This design comes from an exercise in tuning for small area, a short achievable clock period and few clock cycles on the open sky130 flow, not from production work. No functional check of the RTL was part of any run shown here.

## flow/design.v (module list and top-level ports; edited modules follow where they fit)
// module FA: 10 lines
// module INV: 3 lines
// module NAND2: 3 lines
// module NOR2: 3 lines
// module XOR2: 3 lines
// module XNOR2: 3 lines
// module A21OI: 3 lines
// module O21AI: 3 lines
// module OR2: 3 lines
// module HAP: 9 lines
// module MUX2: 3 lines
// module Bitblade: 1896 lines
// module Cfu: 58 lines
module Cfu (
  input               cmd_valid,
  output              cmd_ready,
  input      [9:0]    cmd_payload_function_id,
  input      [31:0]   cmd_payload_inputs_0,
  input      [31:0]   cmd_payload_inputs_1,
  output              rsp_valid,
  input               rsp_ready,
  output     [31:0]   rsp_payload_outputs_0,
  input               reset,
  input               clk
);
  // ...
==> flow/flow/run.sh <==
#!/bin/bash
# Standard layout, with the port buffers made from sky130_fd_sc_hd__buf_2 cells instead of
# the delay cells the flow picks by default.  make's output goes to
# standard.log; each tool's own log is under orfs/logs/.
set -euo pipefail
export BUFFER_PORTS_ARGS="-buffer_cell sky130_fd_sc_hd__buf_2"
bash standard.sh > standard.log 2>&1
==> flow/standard.sh <==
#!/bin/bash
# synth_recipe.tcl (not shown) runs the flow's synth.tcl, then flattens the netlist and writes it again
# the make line also repeats each setting of config.mk as NAME=value (left out here)
make -C /OpenROAD-flow-scripts/flow DESIGN_CONFIG=/design/flow/config.mk WORK_HOME=/design/flow/orfs CLKGATE_MAP_FILE= SYNTH_SCRIPT=/design/flow/synth_recipe.tcl "${@:-finish}"
==> flow/config.mk <==
export PLATFORM = sky130hd
export DESIGN_NAME = Cfu
export DESIGN_NICKNAME = Cfu
export VERILOG_FILES = /design/flow/design.v
export SDC_FILE = /design/flow/constraint.sdc
export NUM_CORES = 4
export LEC_CHECK = 0
export CAP_MARGIN = 20
export CORE_MARGIN = 2
export CORE_UTILIZATION = 40
export SETUP_SLACK_MARGIN = 1.5
export SLEW_MARGIN = 20
export SYNTH_HIERARCHICAL = 1
export SYNTH_MINIMUM_KEEP_SIZE = 0
==> flow/constraint.sdc <==
create_clock -name core_clock -period 13.5 [get_ports {clk}]
set_input_delay 2.7000 -clock core_clock [delete_from_list [all_inputs] [get_ports {clk}]]
set_output_delay 2.7000 -clock core_clock [all_outputs]
set_load 0.01 [all_outputs]
==> summary.txt, run 1 <==
Run status
  • Outcome: no timing/DRC/antenna violations

Yosys
  • Post-synth EDFFs: 0
  • Post-synth top area share: 49.6%
  • Async SR Flop Fraction: 0%
  • Yosys cell types: 47
  • Synth warn: 7

Cells and area
  • Non-clock buffers: 108
  • Clock-cell share of area: 1.80%
  • Top flop regs: acc (32), ups (11)

Worst setup path
  • Crit. path cell count: 21
  • Worst EP required: 10800 ps

Clock tree
  • TritonCTS Buffers: 5
  • CTS clock-pin slew for the worst setup and hold paths: 60 ps

Detailed routing
  • Iter 0 DRT Violations: 549
  • Antenna Nets Post-Route: 0

Die
  • Num tapcells: 335

Global route
  • Largest net degree at the start of global routing: 141
  • Grt met3 use: 4.37%
  • Initial antenna violation count: 0

STA
  • Final hold vios: 0
  • Post-route setup TNS: 0 ps
  • RSZ-0062 raised after global routing: false

Hold path
  • Min-Delay Path Depth: 2
==> run 2, diff against run 1 <==
--- a/flow/design.v
+++ b/flow/design.v
@@ -27,28 +27,16 @@
 assign y = ~(a & b | c);
 endmodule
 module O21AI (input a, input b, input c, output y);
 assign y = ~((a | b) & c);
 endmodule
 module OR2 (input a, input b, output y);
 assign y = a | b;
 endmodule
-module HAP (
-  input  a,
-  input  b,
-  output s,
-  output co
-);
-assign s  = a ^ b;
-assign co = a & b;
-endmodule
-module MUX2 (input a, input b, input c, output y);
-assign y = c ? a : b;
-endmodule
 module Bitblade (
   input         sel8,    
   input         op3,     
   input  [31:0] in_a,
   input  [31:0] in_b,
   input  [31:0] acc,     
   input         ldu,     
   input  [10:0] p_g,     
@@ -1734,19 +1722,19 @@
 A21OI u966 (.a(k917), .b(k913), .c(k916), .y(k966));
 wire k967;
 NAND2 u967 (.a(k917), .b(k914), .y(k967));
 wire k968;
 NAND2 u968 (.a(k919), .b(k916), .y(k968));
 wire k969;
 NAND2 u969 (.a(k919), .b(k917), .y(k969));
 wire k970;
-NAND2 u970 (.a(k921), .b(k919), .y(k970));
+INV u970 (.a(k920), .y(k970));
 wire k971;
-INV u971 (.a(k970), .y(k971));
+NAND2 u971 (.a(k921), .b(k919), .y(k971));
 wire k972;
 A21OI u972 (.a(k924), .b(k920), .c(k923), .y(k972));
 wire k973;
 NAND2 u973 (.a(k924), .b(k921), .y(k973));
 wire k974;
 A21OI u974 (.a(k927), .b(k923), .c(k926), .y(k974));
 wire k975;
 NAND2 u975 (.a(k927), .b(k924), .y(k975));
@@ -1778,170 +1766,125 @@
 O21AI u988 (.a(k967), .b(k962), .c(k966), .y(k988));
 wire k989;
 NOR2 u989 (.a(k967), .b(k963), .y(k989));
 wire k990;
 O21AI u990 (.a(k969), .b(k964), .c(k968), .y(k990));
 wire k991;
 NOR2 u991 (.a(k969), .b(k965), .y(k991));
 wire k992;
-INV u992 (.a(k966), .y(k992));
+O21AI u992 (.a(k971), .b(k966), .c(k970), .y(k992));
 wire k993;
-INV u993 (.a(k967), .y(k993));
+NOR2 u993 (.a(k971), .b(k967), .y(k993));
 wire k994;
-A21OI u994 (.a(k971), .b(k992), .c(k920), .y(k994));
+O21AI u994 (.a(k973), .b(k968), .c(k972), .y(k994));
 wire k995;
-NAND2 u995 (.a(k971), .b(k993), .y(k995));
+NOR2 u995 (.a(k973), .b(k969), .y(k995));
 wire k996;
-O21AI u996 (.a(k973), .b(k968), .c(k972), .y(k996));
+O21AI u996 (.a(k975), .b(k970), .c(k974), .y(k996));
 wire k997;
-NOR2 u997 (.a(k973), .b(k969), .y(k997));
+NOR2 u997 (.a(k975), .b(k971), .y(k997));
 wire k998;
-INV u998 (.a(k920), .y(k998));
+O21AI u998 (.a(k977), .b(k972), .c(k976), .y(k998));
 wire k999;
-INV u999 (.a(k971), .y(k999));
+NOR2 u999 (.a(k977), .b(k973), .y(k999));
 wire k1000;
-O21AI u1000 (.a(k975), .b(k998), .c(k974), .y(k1000));
+A21OI u1000 (.a(k981), .b(k952), .c(k980), .y(k1000));
 wire k1001;
-NOR2 u1001 (.a(k975), .b(k999), .y(k1001));
+INV u1001 (.a(k953), .y(k1001));
 wire k1002;
-O21AI u1002 (.a(k977), .b(k972), .c(k976), .y(k1002));
+A21OI u1002 (.a(k983), .b(k1001), .c(k982), .y(k1002));
 wire k1003;
-NOR2 u1003 (.a(k977), .b(k973), .y(k1003));
+A21OI u1003 (.a(k985), .b(k978), .c(k984), .y(k1003));
 wire k1004;
-INV u1004 (.a(k951), .y(k1004));
+A21OI u1004 (.a(k987), .b(k979), .c(k986), .y(k1004));
 wire k1005;
-A21OI u1005 (.a(k981), .b(k1004), .c(k980), .y(k1005));
+A21OI u1005 (.a(k989), .b(k980), .c(k988), .y(k1005));
 wire k1006;
-INV u1006 (.a(k953), .y(k1006));
+NAND2 u1006 (.a(k989), .b(k981), .y(k1006));
 wire k1007;
-A21OI u1007 (.a(k983), .b(k1006), .c(k982), .y(k1007));
+A21OI u1007 (.a(k991), .b(k982), .c(k990), .y(k1007));
 wire k1008;
-A21OI u1008 (.a(k985), .b(k978), .c(k984), .y(k1008));
+NAND2 u1008 (.a(k991), .b(k983), .y(k1008));
 wire k1009;
-A21OI u1009 (.a(k987), .b(k979), .c(k986), .y(k1009));
+A21OI u1009 (.a(k993), .b(k984), .c(k992), .y(k1009));
 wire k1010;
-A21OI u1010 (.a(k989), .b(k980), .c(k988), .y(k1010));
+NAND2 u1010 (.a(k993), .b(k985), .y(k1010));
 wire k1011;
-NAND2 u1011 (.a(k989), .b(k981), .y(k1011));
+A21OI u1011 (.a(k995), .b(k986), .c(k994), .y(k1011));
 wire k1012;
-A21OI u1012 (.a(k991), .b(k982), .c(k990), .y(k1012));
+NAND2 u1012 (.a(k995), .b(k987), .y(k1012));
 wire k1013;
-NAND2 u1013 (.a(k991), .b(k983), .y(k1013));
+A21OI u1013 (.a(k997), .b(k988), .c(k996), .y(k1013));
 wire k1014;
-INV u1014 (.a(k984), .y(k1014));
+NAND2 u1014 (.a(k997), .b(k989), .y(k1014));
 wire k1015;
-INV u1015 (.a(k985), .y(k1015));
+A21OI u1015 (.a(k999), .b(k990), .c(k998), .y(k1015));
 wire k1016;
-O21AI u1016 (.a(k995), .b(k1014), .c(k994), .y(k1016));
+NAND2 u1016 (.a(k999), .b(k991), .y(k1016));
 wire k1017;
-NOR2 u1017 (.a(k995), .b(k1015), .y(k1017));
+O21AI u1017 (.a(k1006), .b(k951), .c(k1005), .y(k1017));
 wire k1018;
-A21OI u1018 (.a(k997), .b(k986), .c(k996), .y(k1018));
+O21AI u1018 (.a(k1008), .b(k953), .c(k1007), .y(k1018));
 wire k1019;
-NAND2 u1019 (.a(k997), .b(k987), .y(k1019));
+INV u1019 (.a(k978), .y(k1019));
 wire k1020;
-A21OI u1020 (.a(k1001), .b(k988), .c(k1000), .y(k1020));
+O21AI u1020 (.a(k1010), .b(k1019), .c(k1009), .y(k1020));
 wire k1021;
-NAND2 u1021 (.a(k1001), .b(k989), .y(k1021));
+INV u1021 (.a(k979), .y(k1021));
 wire k1022;
-A21OI u1022 (.a(k1003), .b(k990), .c(k1002), .y(k1022));
+O21AI u1022 (.a(k1012), .b(k1021), .c(k1011), .y(k1022));
 wire k1023;
-NAND2 u1023 (.a(k1003), .b(k991), .y(k1023));
+O21AI u1023 (.a(k1014), .b(k1000), .c(k1013), .y(k1023));
 wire k1024;
-O21AI u1024 (.a(k1011), .b(k951), .c(k1010), .y(k1024));
-wire k1025;
-O21AI u1025 (.a(k1013), .b(k953), .c(k1012), .y(k1025));
+O21AI u1024 (.a(k1016), .b(k1002), .c(k1015), .y(k1024));
+wire S1025;
+assign S1025 = k881;
 wire k1026;
-A21OI u1026 (.a(k1017), .b(k978), .c(k1016), .y(k1026));
+XOR2 u1026 (.a(k884), .b(k879), .y(k1026));
 wire k1027;
-INV u1027 (.a(k979), .y(k1027));
+XNOR2 u1027 (.a(k887), .b(k932), .y(k1027));
 wire k1028;
-O21AI u1028 (.a(k1019), .b(k1027), .c(k1018), .y(k1028));
+XOR2 u1028 (.a(k890), .b(k943), .y(k1028));
 wire k1029;
-O21AI u1029 (.a(k1021), .b(k1005), .c(k1020), .y(k1029));
+XOR2 u1029 (.a(k893), .b(k944), .y(k1029));
 wire k1030;
-O21AI u1030 (.a(k1023), .b(k1007), .c(k1022), .y(k1030));
-wire S1031;
-assign S1031 = k881;
+XNOR2 u1030 (.a(k894), .b(k949), .y(k1030));
+wire k1031;
+XNOR2 u1031 (.a(k897), .b(k951), .y(k1031));
 wire k1032;
-XOR2 u1032 (.a(k884), .b(k879), .y(k1032));
+XNOR2 u1032 (.a(k900), .b(k953), .y(k1032));
 wire k1033;
-XNOR2 u1033 (.a(k887), .b(k932), .y(k1033));
+XOR2 u1033 (.a(k903), .b(k978), .y(k1033));
 wire k1034;
-XOR2 u1034 (.a(k890), .b(k943), .y(k1034));
+XOR2 u1034 (.a(k906), .b(k979), .y(k1034));
 wire k1035;
-XOR2 u1035 (.a(k893), .b(k944), .y(k1035));
+XNOR2 u1035 (.a(k909), .b(k1000), .y(k1035));
 wire k1036;
-XNOR2 u1036 (.a(k894), .b(k949), .y(k1036));
+XNOR2 u1036 (.a(k912), .b(k1002), .y(k1036));
 wire k1037;
-XNOR2 u1037 (.a(k897), .b(k951), .y(k1037));
+XNOR2 u1037 (.a(k915), .b(k1003), .y(k1037));
 wire k1038;
-XNOR2 u1038 (.a(k900), .b(k953), .y(k1038));
+XNOR2 u1038 (.a(k918), .b(k1004), .y(k1038));
 wire k1039;
-XOR2 u1039 (.a(k903), .b(k978), .y(k1039));
+XOR2 u1039 (.a(k919), .b(k1017), .y(k1039));
 wire k1040;
-XOR2 u1040 (.a(k906), .b(k979), .y(k1040));
+XOR2 u1040 (.a(k922), .b(k1018), .y(k1040));
 wire k1041;
-XNOR2 u1041 (.a(k909), .b(k1005), .y(k1041));
+XOR2 u1041 (.a(k925), .b(k1020), .y(k1041));
 wire k1042;
-XNOR2 u1042 (.a(k912), .b(k1007), .y(k1042));
+XOR2 u1042 (.a(k928), .b(k1022), .y(k1042));
 wire k1043;
-XNOR2 u1043 (.a(k915), .b(k1008), .y(k1043));
-wire k1044;
-XNOR2 u1044 (.a(k918), .b(k1009), .y(k1044));
-wire k1045;
-XOR2 u1045 (.a(k919), .b(k1024), .y(k1045));
-wire k1046;
-XOR2 u1046 (.a(k922), .b(k1025), .y(k1046));
-wire k1047;
-XNOR2 u1047 (.a(k925), .b(k1026), .y(k1047));
-wire k1048;
-XOR2 u1048 (.a(k928), .b(k1028), .y(k1048));
-wire k1049;
-XOR2 u1049 (.a(k931), .b(k1029), .y(k1049));
-wire ck1050;
-assign ck1050 = k1030;
-wire [18:0] lo = {k1049, k1048, k1047, k1046, k1045, k1044, k1043, k1042, k1041, k1040, k1039, k1038, k1037, k1036, k1035, k1034, k1033, k1032, S1031};
+XOR2 u1043 (.a(k931), .b(k1023), .y(k1043));
+wire ck1044;
+assign ck1044 = k1024;
+wire [18:0] lo = {k1043, k1042, k1041, k1040, k1039, k1038, k1037, k1036, k1035, k1034, k1033, k1032, k1031, k1030, k1029, k1028, k1027, k1026, S1025};
 wire [12:0] inc = acc[31:19] + 1'b1;
-wire [31:0] sum = {ck1050 ? inc : acc[31:19], lo};
-wire [12:0] hi1 = op3 ? inc : acc[31:19] & {13{keep}};
-wire [12:0] hi0 = acc[31:19] & {13{keep | op3}};
-wire k1051;
-O21AI u1051 (.a(k1023), .b(k1007), .c(k1022), .y(k1051));
-wire k1052;
-O21AI u1052 (.a(k1023), .b(k1007), .c(k1022), .y(k1052));
-wire k1053;
-MUX2 u1053 (.a(hi1[0]), .b(hi0[0]), .c(k1030), .y(k1053));
-wire k1054;
-MUX2 u1054 (.a(hi1[1]), .b(hi0[1]), .c(k1030), .y(k1054));
-wire k1055;
-MUX2 u1055 (.a(hi1[2]), .b(hi0[2]), .c(k1030), .y(k1055));
-wire k1056;
-MUX2 u1056 (.a(hi1[3]), .b(hi0[3]), .c(k1030), .y(k1056));
-wire k1057;
-MUX2 u1057 (.a(hi1[4]), .b(hi0[4]), .c(k1030), .y(k1057));
-wire k1058;
-MUX2 u1058 (.a(hi1[5]), .b(hi0[5]), .c(k1051), .y(k1058));
-wire k1059;
-MUX2 u1059 (.a(hi1[6]), .b(hi0[6]), .c(k1051), .y(k1059));
-wire k1060;
-MUX2 u1060 (.a(hi1[7]), .b(hi0[7]), .c(k1051), .y(k1060));
-wire k1061;
-MUX2 u1061 (.a(hi1[8]), .b(hi0[8]), .c(k1051), .y(k1061));
-wire k1062;
-MUX2 u1062 (.a(hi1[9]), .b(hi0[9]), .c(k1052), .y(k1062));
-wire k1063;
-MUX2 u1063 (.a(hi1[10]), .b(hi0[10]), .c(k1052), .y(k1063));
-wire k1064;
-MUX2 u1064 (.a(hi1[11]), .b(hi0[11]), .c(k1052), .y(k1064));
-wire k1065;
-MUX2 u1065 (.a(hi1[12]), .b(hi0[12]), .c(k1052), .y(k1065));
-wire [12:0] hi = {k1065, k1064, k1063, k1062, k1061, k1060, k1059, k1058, k1057, k1056, k1055, k1054, k1053};
-wire [31:0] rspv = {hi, lo & {19{op3}} | acc[18:0] & {19{keep}}};
+wire [31:0] sum = {ck1044 ? inc : acc[31:19], lo};
+wire [31:0] rspv = {(op3 & ck1044) ? inc : acc[31:19] & {13{keep | op3}}, lo & {19{op3}} | acc[18:0] & {19{keep}}};
 assign psum = sum[10:0];
 assign rsp = rspv;
 endmodule
 module Cfu (
   input               cmd_valid,
   output              cmd_ready,
   input      [9:0]    cmd_payload_function_id,
   input      [31:0]   cmd_payload_inputs_0,
==> run 2 against run 1 <==
  * Fmax decreased by 1.7%
  * Synthesized cell count decreased by 4.4%
  * Clock skew increased by 6.6 ps
  * Global-route usage increased by 0.33 points
  * Core utilization increased by 1.0 points
  * Worst setup slack got worse by 200 ps
  * Highest routed layer unchanged
  * Register-to-register slack improved by 80 ps
  * Via count decreased by 3.1%
  * Critical path type unchanged
  * Routed wire length decreased by 2.0%
  * Still clean on timing, DRC and antenna
==> summary.txt, run 2 <==
Worst setup path
  • Reg-to-Reg Start: mode$_SDFFE_PP0P_ (unchanged)
  • Critical path class: input port to output port (unchanged)
  • R2r endpoint: acc[27]$_DFF_P_ (was acc[19]$_DFF_P_)
  • Worst-path fanout max: 8 (unchanged)
  • R2r worst-path depth: 21 (was 18)
  • Worst EP required: 10800 ps (about the same)
  • Worst setup EP type: output port (unchanged)
  • Startpoint Class: input port (unchanged)
  • Critical path arrival: 9050 ps (was 8850 ps)
  • R2R setup slack: 6090 ps (was 6010 ps)

Yosys
  • Sequential share of the synthesized area: 9.24% (was 8.85%)
  • Post-Synthesis Cells: 1019 (was 1066)
  • Syn Nets: 1356 (was 1403)
  • Yosys cell types: 44 (was 47)
  • Post-Synthesis Cell Area: 9970 um^2 (was 10400 um^2)
  • Main combinational cell family by area after synthesis: adder cells (unchanged)
  • Synth cell count leaders: fa_1 (258), nand2_1 (181), nand3_1 (127), clkbuf_1 (71), nand2b_1 (47) (was fa_1 (258), nand2_1 (173), nand3_1 (126), clkbuf_1 (70), nand2b_1 (47))
  • Adder-Cell Fraction of Synth Area: 51.9% (was 49.8%)
  • Yosys reg bits: 46 (unchanged)
  • Synth Area in Simple Gates: 21.3% (was 20.8%)
  • Synth area leader: fa_1 (unchanged)
  • Most common cell in the netlist: fa_1 (unchanged)
  • Synth warn: 7 (unchanged)
  • Post-synth top area share: 51.8% (was 49.6%)
  • Post-synth EDFFs: 0 (unchanged)
  • Async SR Flop Fraction: 0% (unchanged)
  • Ranking of synthesized cells by area: fa_1 (52%), dfxtp_1 (9.2%), nand2_1 (6.8%) (was fa_1 (50%), dfxtp_1 (8.8%), nand2_1 (6.2%))
  • Synth Area in Compound Gates: 6.12% (was 6.77%)
  • XOR/XNOR Fraction of Synth Area: 3.78% (was 3.62%)
  • Predominant post-synthesis flop cell: dfxtp_1 (unchanged)
  • Mean Syn Cell Area: 9.78 um^2 (was 9.76 um^2)
  • Mux cell area share after synthesis: 2.11% (was 3.55%)

STA
  • Setup-failing EPs final: 0 (unchanged)
  • Max-slew headroom: 29.7% (was 49.5%)
  • Worst Skew: 13.0 ps (was 6.46 ps)
  • Fmax achieved: 85.1 MHz (was 86.6 MHz)
  • Final hold vios: 0 (unchanged)
  • Minimum clock period: 11750 ps (was 11550 ps)
  • Fin crit share: 87.0% (was 85.6%)
  • Worst-margin pin slew: 1050 ps (was 757 ps)
  • RSZ-0062 raised after global routing: true (was false)
  • Fin worst setup slack: 1750 ps (was 1950 ps)
  • Slew Viols, Final: 0 (unchanged)
  • Post-route setup TNS: 0 ps (unchanged)

Cells and area
  • Commonest non-fill, non-tap cell in the layout: fa_1 (unchanged)
  • Fraction of layout cells with a size suffix above 1: 16.3% (was 17.4%)
  • Top flop regs: acc (32), ups (11) (unchanged)
  • Area occupied by multi-input gates: 8530 um^2 (was 8810 um^2)
  • Top register by number of flip-flops: acc (unchanged)
  • Number of flip-flops under the largest register name: 32 (unchanged)
  • P&R area growth vs syn: 7.14% (was 5.95%)
  • Final Net Count: 1368 (was 1400)
  • # fillers: 2405 (was 2531)
  • Most frequent cells in the layout: fa_1 (258), nand2_1 (181), nand3_1 (126), buf_2 (105), nand2b_1 (47) (was fa_1 (258), nand2_1 (173), nand3_1 (126), buf_2 (105), nand2b_1 (47))
  • Sequential Area: 921 um^2 (unchanged)

Placement
  • Gpl congestion: 0.908 (was 0.902)
  • Dpl ws: 1720 ps (was 1940 ps)
  • # port buffers: 105 (unchanged)
  • Detail Placement HPWL: 23300 um (was 23700 um)

Clock tree
  • TritonCTS Buffers: 5 (unchanged)
  • CTS clock-pin slew for the worst setup and hold paths: 60 ps (about the same)
  • H-tree depth: 2 (unchanged)
  • Root Buffer Master: clkbuf_16 (unchanged)
  • Post-CTS Setup Inserts: 0 (unchanged)
  • Clock tree buffer depth: 2 (unchanged)
  • Clock sink total: 46 (unchanged)
  • CTS tree: done (unchanged)
  • Skew-Pair Late Insertion Delay: 300 ps (about the same)
  • Post-CTS Hold Fix Bufs: 0 (unchanged)

Detailed routing
  • DRC violations left: 0 (unchanged)
  • Detailed Route WL: 27400 um (was 28000 um)
  • Via count: 7368 (was 7607)
  • DRT Pass-1 Iters: 5 (unchanged)
  • Highest routed layer: met4 (unchanged)
  • Antenna Nets Post-Route: 0 (unchanged)
  • Routed WL per cell: 20.2 um (was 20.0 um)
  • Met1 wire length: 11200 um (was 12000 um)
  • Routed wl met2: 13400 um (was 13500 um)
  • Vias/cell: 5.43 (was 5.44)
  • Wire length on met3: 2320 um (was 2270 um)
  • Iter 0 DRT Violations: 576 (was 549)

Job
  • Max_cap viols: 0 (unchanged)

Run status
  • Outcome: no timing/DRC/antenna violations (unchanged)

Global route
  • Initial antenna violation count: 2 (was 0)
  • Largest net degree at the start of global routing: 121 (was 141)
  • Vias in the first global route: 7948 (was 7985)
  • GRT overflow: 0 (unchanged)
  • First-pass GRT wire length: 44200 um (was 44700 um)
  • GRT Overall Usage: 22.1% (was 21.8%)

Die
  • I/O pin total: 112 (unchanged)
  • Chip height: 162 um (was 165 um)
  • Core Area: 24400 um^2 (was 25800 um^2)
  • Site Rows: 57 (was 59)
  • Horiz. Die Dim: 162 um (was 165 um)
  • Full die area: 26200 um^2 (was 27300 um^2)
  • Initial core utilization: 40.9% (was 40.4%)

Hold path
  • End of the worst hold path: acc[31]$_DFF_P_ (was ups[4]$_SDFFE_PP0P_)
  • Min-Delay Startpoint: acc[31]$_DFF_P_ (was ups[4]$_SDFFE_PP0P_)
  • Hold Crit Class: flop to flop (unchanged)
  • Min-Delay Path Depth: 1 (was 2)
-- run 2: final cells by class --
type	count	area share, %
antenna	2	0.0469
timing repair buffer	108	5.32
inverter	24	0.843
tap	324	3.80
clock inverter	2	0.351
multi-input combinational	846	79.8
sequential	46	8.62
clock buffer	6	1.21
-- run 2: kinds of logic after synthesis --
family / after synthesis
simple gates: 440
fa+ha+maj: 259
buf+inv: 127
compound gates: 83
flops: 46
xor+xnor: 43
mux: 21
-- run 2: metal layers --
metal | vias up | track usage [%]
li1 | 3269 | -
met1 | 3788 | 30.4
met2 | 283 | 36.7
met3 | 28 | 4.67
met4 | 0 | 3.86
met5 | - | 0
-- run 2: worst max path at each step --
stage | start | endpoint | cells after the start | slack, ps
CTS | cmd_payload_inputs_0[13] | rsp_payload_outputs_0[27] | 21 | 1710
floorplan | cmd_payload_inputs_0[21] | rsp_payload_outputs_0[27] | 20 | 2350
global placement | cmd_payload_inputs_0[4] | rsp_payload_outputs_0[27] | 21 | 1760
finish | cmd_payload_inputs_1[29] | rsp_payload_outputs_0[27] | 20 | 1750
global route | cmd_payload_inputs_0[4] | rsp_payload_outputs_0[26] | 24 | 1470
detailed placement | cmd_payload_inputs_0[13] | rsp_payload_outputs_0[27] | 21 | 1720
-- run 2: per-stage QoR --
step                      instance area [um^2]  hold WS, ps  cells  util, %
after floorplan                           9970          444   1019        -
after global placement                   10500          440   1347     42.9
after detailed placement                 10500          449   1347     42.9
after CTS                                10600          458   1355     43.6
after global routing                     10700          497   1356     43.8
final                                    10700          451   1358     43.8
-- run 2: timing repair --
action	in CTS	in global routing
resized for setup	0	3
setup endpoints to repair	0	4
endpoints found under the hold margin	0	0
-- run 2: per-module statistics from Yosys, one instance, submodules excluded --
module | times used | cells | cell area, um^2 | flops+latches
NAND2 | 40 | 1 | 3.75 | 0
NOR2 | 29 | 1 | 3.75 | 0
A21OI | 27 | 1 | 8.76 | 0
XOR2 | 27 | 1 | 8.76 | 0
O21AI | 22 | 1 | 5.00 | 0
XNOR2 | 16 | 1 | 8.76 | 0
Cfu | 1 | 111 | 1390 | 46
FA | 258 | 1 | 20.0 | 0
INV | 9 | 1 | 3.75 | 0
OR2 | 8 | 1 | 6.26 | 0
Bitblade | 1 | 472 | 2350 | 0
-- run 2: worst max-delay path, cell delays in order --
cell,delay [ps]
buf_2,210
nand3_1,160
fa_1,530
fa_1,530
fa_1,590
fa_1,470
fa_1,490
fa_1,420
fa_1,520
fa_1,460
nor2_1,240
a21oi_2,60
o21ai_1,260
a21oi_2,80
o21ai_1,270
nand3_2,160
nor3_4,300
and4_1,240
mux2i_1,210
buf_2,160

[port drivers added, routing unchanged]
How much do the figures lean on ideal ports? The routed layouts below were timed once more, with nothing changed but the port constraints. Step 1 sets driving cells, clkbuf_16 on the clock port and buf_2 on the other inputs (assumed; they add their load-dependent delay and slew). Step 2 moves the port delays by t, midway between the first and last clock arrival at a register: inputs arrive t later, outputs are due t later. That takes back most of the time a late clock gives input paths. a / b / c = ideal / step 1 / step 2; a / b = the first two.
| run | shift t [ns] | slack for setup (ns) | worst register clock-pin slew, ns |
|---|---|---|---|
| run 1 | 0.328 | 1.947 / 1.926 / 1.926 | 0.07 / 0.07 |
| run 2 | 0.327 | 1.750 / 1.729 / 1.729 | 0.07 / 0.07 |
After both steps every run listed still meets setup and hold.
